Background: an optimization exercise with open tools, aiming at small area and a short achievable clock period. Do not read the settings as production practice. At most, simulation tests tie the RTL to the original design; equivalence was not proved. The clock input has no modelled driver; a real chip could not lean on it and would need a root buffer or a full tree. Power and IR drop assume default switching activity.

## the baseline
==> flow/design.v <==
`timescale 1ns/1ps
module sync_fifo #(
    parameter WIDTH = 32,
    parameter DEPTH = 8
)(
    input wire clk,
    input wire rst,
    input wire wr_en,
    input wire rd_en,
    input wire [WIDTH-1:0] din,
    output reg [WIDTH-1:0] dout,
    output reg full,
    output wire empty
);
    reg [WIDTH-1:0] mem [0:7];
    reg [3:0] wj;       
    reg [7:0] rsel_q;   
    reg full_i, nempty_i, nempty_o;
    wire [7:0] rsel = rsel_q ^ 8'd1;
    wire [7:0] wdec;
    sync_fifo_jdec u_wdec (.j(wj), .y(wdec));
    wire [7:0] wen = wdec & {8{~full_i}};
    assign empty = ~nempty_o;
    wire wr_acc = wr_en & ~full_i;
    wire rd_acc = rd_en & nempty_i;
    wire n7 = |(wen & {rsel[0], rsel[7:1]});
    wire n1 = |(rsel & {wen[0], wen[7:1]});
    wire full_nx = (full_i & ~rd_acc) | (wr_acc & ~rd_acc & n7);
    wire [8:0] sel = {~rd_acc, rsel & {8{rd_acc}}};
    wire [WIDTH-1:0] rdata;
    genvar b, w;
    generate
        for (b = 0; b < WIDTH; b = b + 1) begin : g_rd
            sync_fifo_rdbit u_rd (
                .sel(sel),
                .d({dout[b], mem[7][b], mem[6][b], mem[5][b], mem[4][b],
                    mem[3][b], mem[2][b], mem[1][b], mem[0][b]}),
                .y(rdata[b])
            );
        end
        for (w = 0; w < 8; w = w + 1) begin : g_wr
            always @(posedge clk) begin
                if (wen[w])
                    mem[w] <= din;
            end
        end
    endgenerate
    always @(posedge clk or posedge rst) begin
        if (rst) begin
            wj       <= 4'd0;
            rsel_q   <= 8'd0;
            full_i   <= 1'b0;
            nempty_i <= 1'b0;
            full     <= 1'b0;
            nempty_o <= 1'b0;
            dout     <= {WIDTH{1'b0}};
        end else begin
            dout <= rdata;
            if (wr_acc) wj <= {wj[2:0], ~wj[3]};
            if (rd_acc) rsel_q <= {rsel[6:0], rsel[7]} ^ 8'd1;
            full_i   <= full_nx;
            nempty_i <= (nempty_i | wr_acc) & ~(rd_acc & ~wr_acc & n1);
            full     <= ~rd_acc & (full_i | (wr_acc & n7));
            nempty_o <= wr_acc | (nempty_i & ~(rd_acc & n1));
        end
    end
endmodule
module sync_fifo_jdec (
    input wire [3:0] j,
    output wire [7:0] y
);
    assign y[0] = ~j[3] & ~j[0];
    assign y[1] =  j[0] & ~j[1];
    assign y[2] =  j[1] & ~j[2];
    assign y[3] =  j[2] & ~j[3];
    assign y[4] =  j[3] &  j[0];
    assign y[5] = ~j[0] &  j[1];
    assign y[6] = ~j[1] &  j[2];
    assign y[7] = ~j[2] &  j[3];
endmodule
module sync_fifo_rdbit (
    input wire [8:0] sel,
    input wire [8:0] d,
    output wire y
);
    wire [2:0] n;
    sync_fifo_aoi222 u_a (.s(sel[2:0]), .d(d[2:0]), .y(n[0]));
    sync_fifo_aoi222 u_b (.s(sel[5:3]), .d(d[5:3]), .y(n[1]));
    sync_fifo_aoi222 u_c (.s(sel[8:6]), .d(d[8:6]), .y(n[2]));
    sync_fifo_nand3 u_n (.a(n), .y(y));
endmodule
module sync_fifo_aoi222 (
    input wire [2:0] s,
    input wire [2:0] d,
    output wire y
);
    assign y = ~|(s & d);
endmodule
module sync_fifo_nand3 (
    input wire [2:0] a,
    output wire y
);
    assign y = ~&a;
endmodule
Settings: LEC_CHECK=0, CAP_MARGIN=20, CORE_MARGIN=2, CORE_UTILIZATION=40, SETUP_SLACK_MARGIN=1.33, SLEW_MARGIN=20, SYNTH_HIERARCHICAL=1; clock period 3.0 ns.
standard.sh (not shown) runs the stock make flow with config.mk's settings and CLKGATE_MAP_FILE= SYNTH_SCRIPT=/design/flow/synth_recipe.tcl, a recipe that flattens the netlist after the stock synthesis.
==> flow/flow/run.sh <==
#!/bin/bash
# Own layout flow: the standard ORFS flow (standard synthesis unchanged),
# with
#  - the port buffers made as buf_1 cells instead of the default delay buffers;
#  - clock tree synthesis without dummy loads, in clusters of up to 30 sinks;
#  - after CTS, the branch level of the clock tree removed (collapse_clock.tcl),
#    so every register sees the root buffer and one leaf buffer; the CTS
#    step's timing repair then runs on the collapsed tree.
# make's output goes to make_finish.log; each step's own log is under orfs/logs.
set -euo pipefail
cd "$(dirname "$0")/.."
here=$(pwd)
bash standard.sh \
  "BUFFER_PORTS_ARGS=-buffer_cell sky130_fd_sc_hd__buf_1" \
  "CTS_ARGS=-sink_clustering_enable -repair_clock_nets -dont_use_dummy_load -sink_clustering_size 30 -sink_clustering_max_diameter 150" \
  "POST_CTS_TCL=$here/flow/collapse_clock.tcl" \
  "SKIP_CTS_REPAIR_TIMING=1" \
  finish > make_finish.log 2>&1
Other scripts of this flow, unchanged in this note and not shown: flow/flow/collapse_clock.tcl
Modified inputs, the candidate compared to the baseline
==> flow/design.v, changed modules only <==
module sync_fifo #(
    parameter WIDTH = 32,
    parameter DEPTH = 8
)(
    input wire clk,
    input wire rst,
    input wire wr_en,
    input wire rd_en,
    input wire [WIDTH-1:0] din,
    output reg [WIDTH-1:0] dout,
    output reg full,
    output wire empty
);
    reg [WIDTH-1:0] mem [0:7];
    reg [7:0] wen_q;    
    wire [7:0] wen = wen_q ^ 8'd1;
    reg [7:0] rsel_q;   
    wire [7:0] rsel = rsel_q ^ 8'd1;
    reg full_i, nempty_i, nempty_o;
    assign empty = ~nempty_o;
    wire wr_acc = wr_en & ~full_i;
    wire rd_acc = rd_en & nempty_i;
    wire n7 = |(wen & {rsel[0], rsel[7:1]});
    wire n1 = |(rsel & {wen[0], wen[7:1]});
    wire full_nx = (full_i & ~rd_acc) | (wr_acc & ~rd_acc & n7);
    wire [8:0] sel = {~rd_acc, rsel & {8{rd_acc}}};
    wire [WIDTH-1:0] rdata;
    genvar b, w;
    generate
        for (b = 0; b < WIDTH; b = b + 1) begin : g_rd
            sync_fifo_rdbit u_rd (
                .sel(sel),
                .d({dout[b], mem[7][b], mem[6][b], mem[5][b], mem[4][b],
                    mem[3][b], mem[2][b], mem[1][b], mem[0][b]}),
                .y(rdata[b])
            );
        end
        for (w = 0; w < 8; w = w + 1) begin : g_wr
            always @(posedge clk) begin
                if (wen[w])
                    mem[w] <= din;
            end
        end
    endgenerate
    always @(posedge clk or posedge rst) begin
        if (rst) begin
            wen_q    <= 8'd0;
            rsel_q   <= 8'd0;
            full_i   <= 1'b0;
            nempty_i <= 1'b0;
            full     <= 1'b0;
            nempty_o <= 1'b0;
            dout     <= {WIDTH{1'b0}};
        end else begin
            dout <= rdata;
            wen_q <= ({8{~full_nx}} &
                     ({8{full_i}} & rsel | (wr_acc ? {wen[6:0], wen[7]} : wen))) ^ 8'd1;
            if (rd_acc) rsel_q <= {rsel[6:0], rsel[7]} ^ 8'd1;
            full_i   <= full_nx;
            nempty_i <= (nempty_i | wr_acc) & ~(rd_acc & ~wr_acc & n1);
            full     <= ~rd_acc & (full_i | (wr_acc & n7));
            nempty_o <= wr_acc | (nempty_i & ~(rd_acc & n1));
        end
    end
endmodule
// module sync_fifo_jdec removed
Results
Taking the baseline as the reference, in the candidate clock power was more or less identical, non-clock buffer total of the final layout picked up an extra about 7%.
Diff the candidate and the baseline: initial standard-cell utilization of the core lower in the baseline
Clock-buffer cell count: the baseline vs the candidate identical
The candidate gives more flop-to-flop setup slack than the baseline did.
Diff the baseline -> the candidate | minimum hold slack | decrease of 0.12 ns
In the reports for the candidate and the baseline, the larger combinational group share of total power belongs to the candidate.
No functional check of the RTL was part of the baseline.

-- port drivers added, routing unchanged --
In the flow no input, the clock included, has a driving cell. The finished layouts below were timed again as built, in two steps. Step 1: set_driving_cell puts a clkbuf_16 on clk and a buf_2 on each other input, an assumption about the parent block. Step 2 also shifts input and output timing later by t, the mid clock arrival at the registers, as if the neighbouring blocks saw the same clock. Slacks: ideal / step 1 / step 2; pairs: ideal / step 1.
run	t (ns)	setup slack, ns	slew at the worst register clock pin (ns)
the baseline	0.442	1.360 / 1.318 / 1.054	0.11 / 0.11
the candidate	0.457	1.373 / 1.331 / 1.006	0.12 / 0.12
After both steps every run listed still meets setup and hold. For the candidate, which loses most, drivers alone change the setup slack by -0.042 ns; drivers and shift together by -0.367 ns.
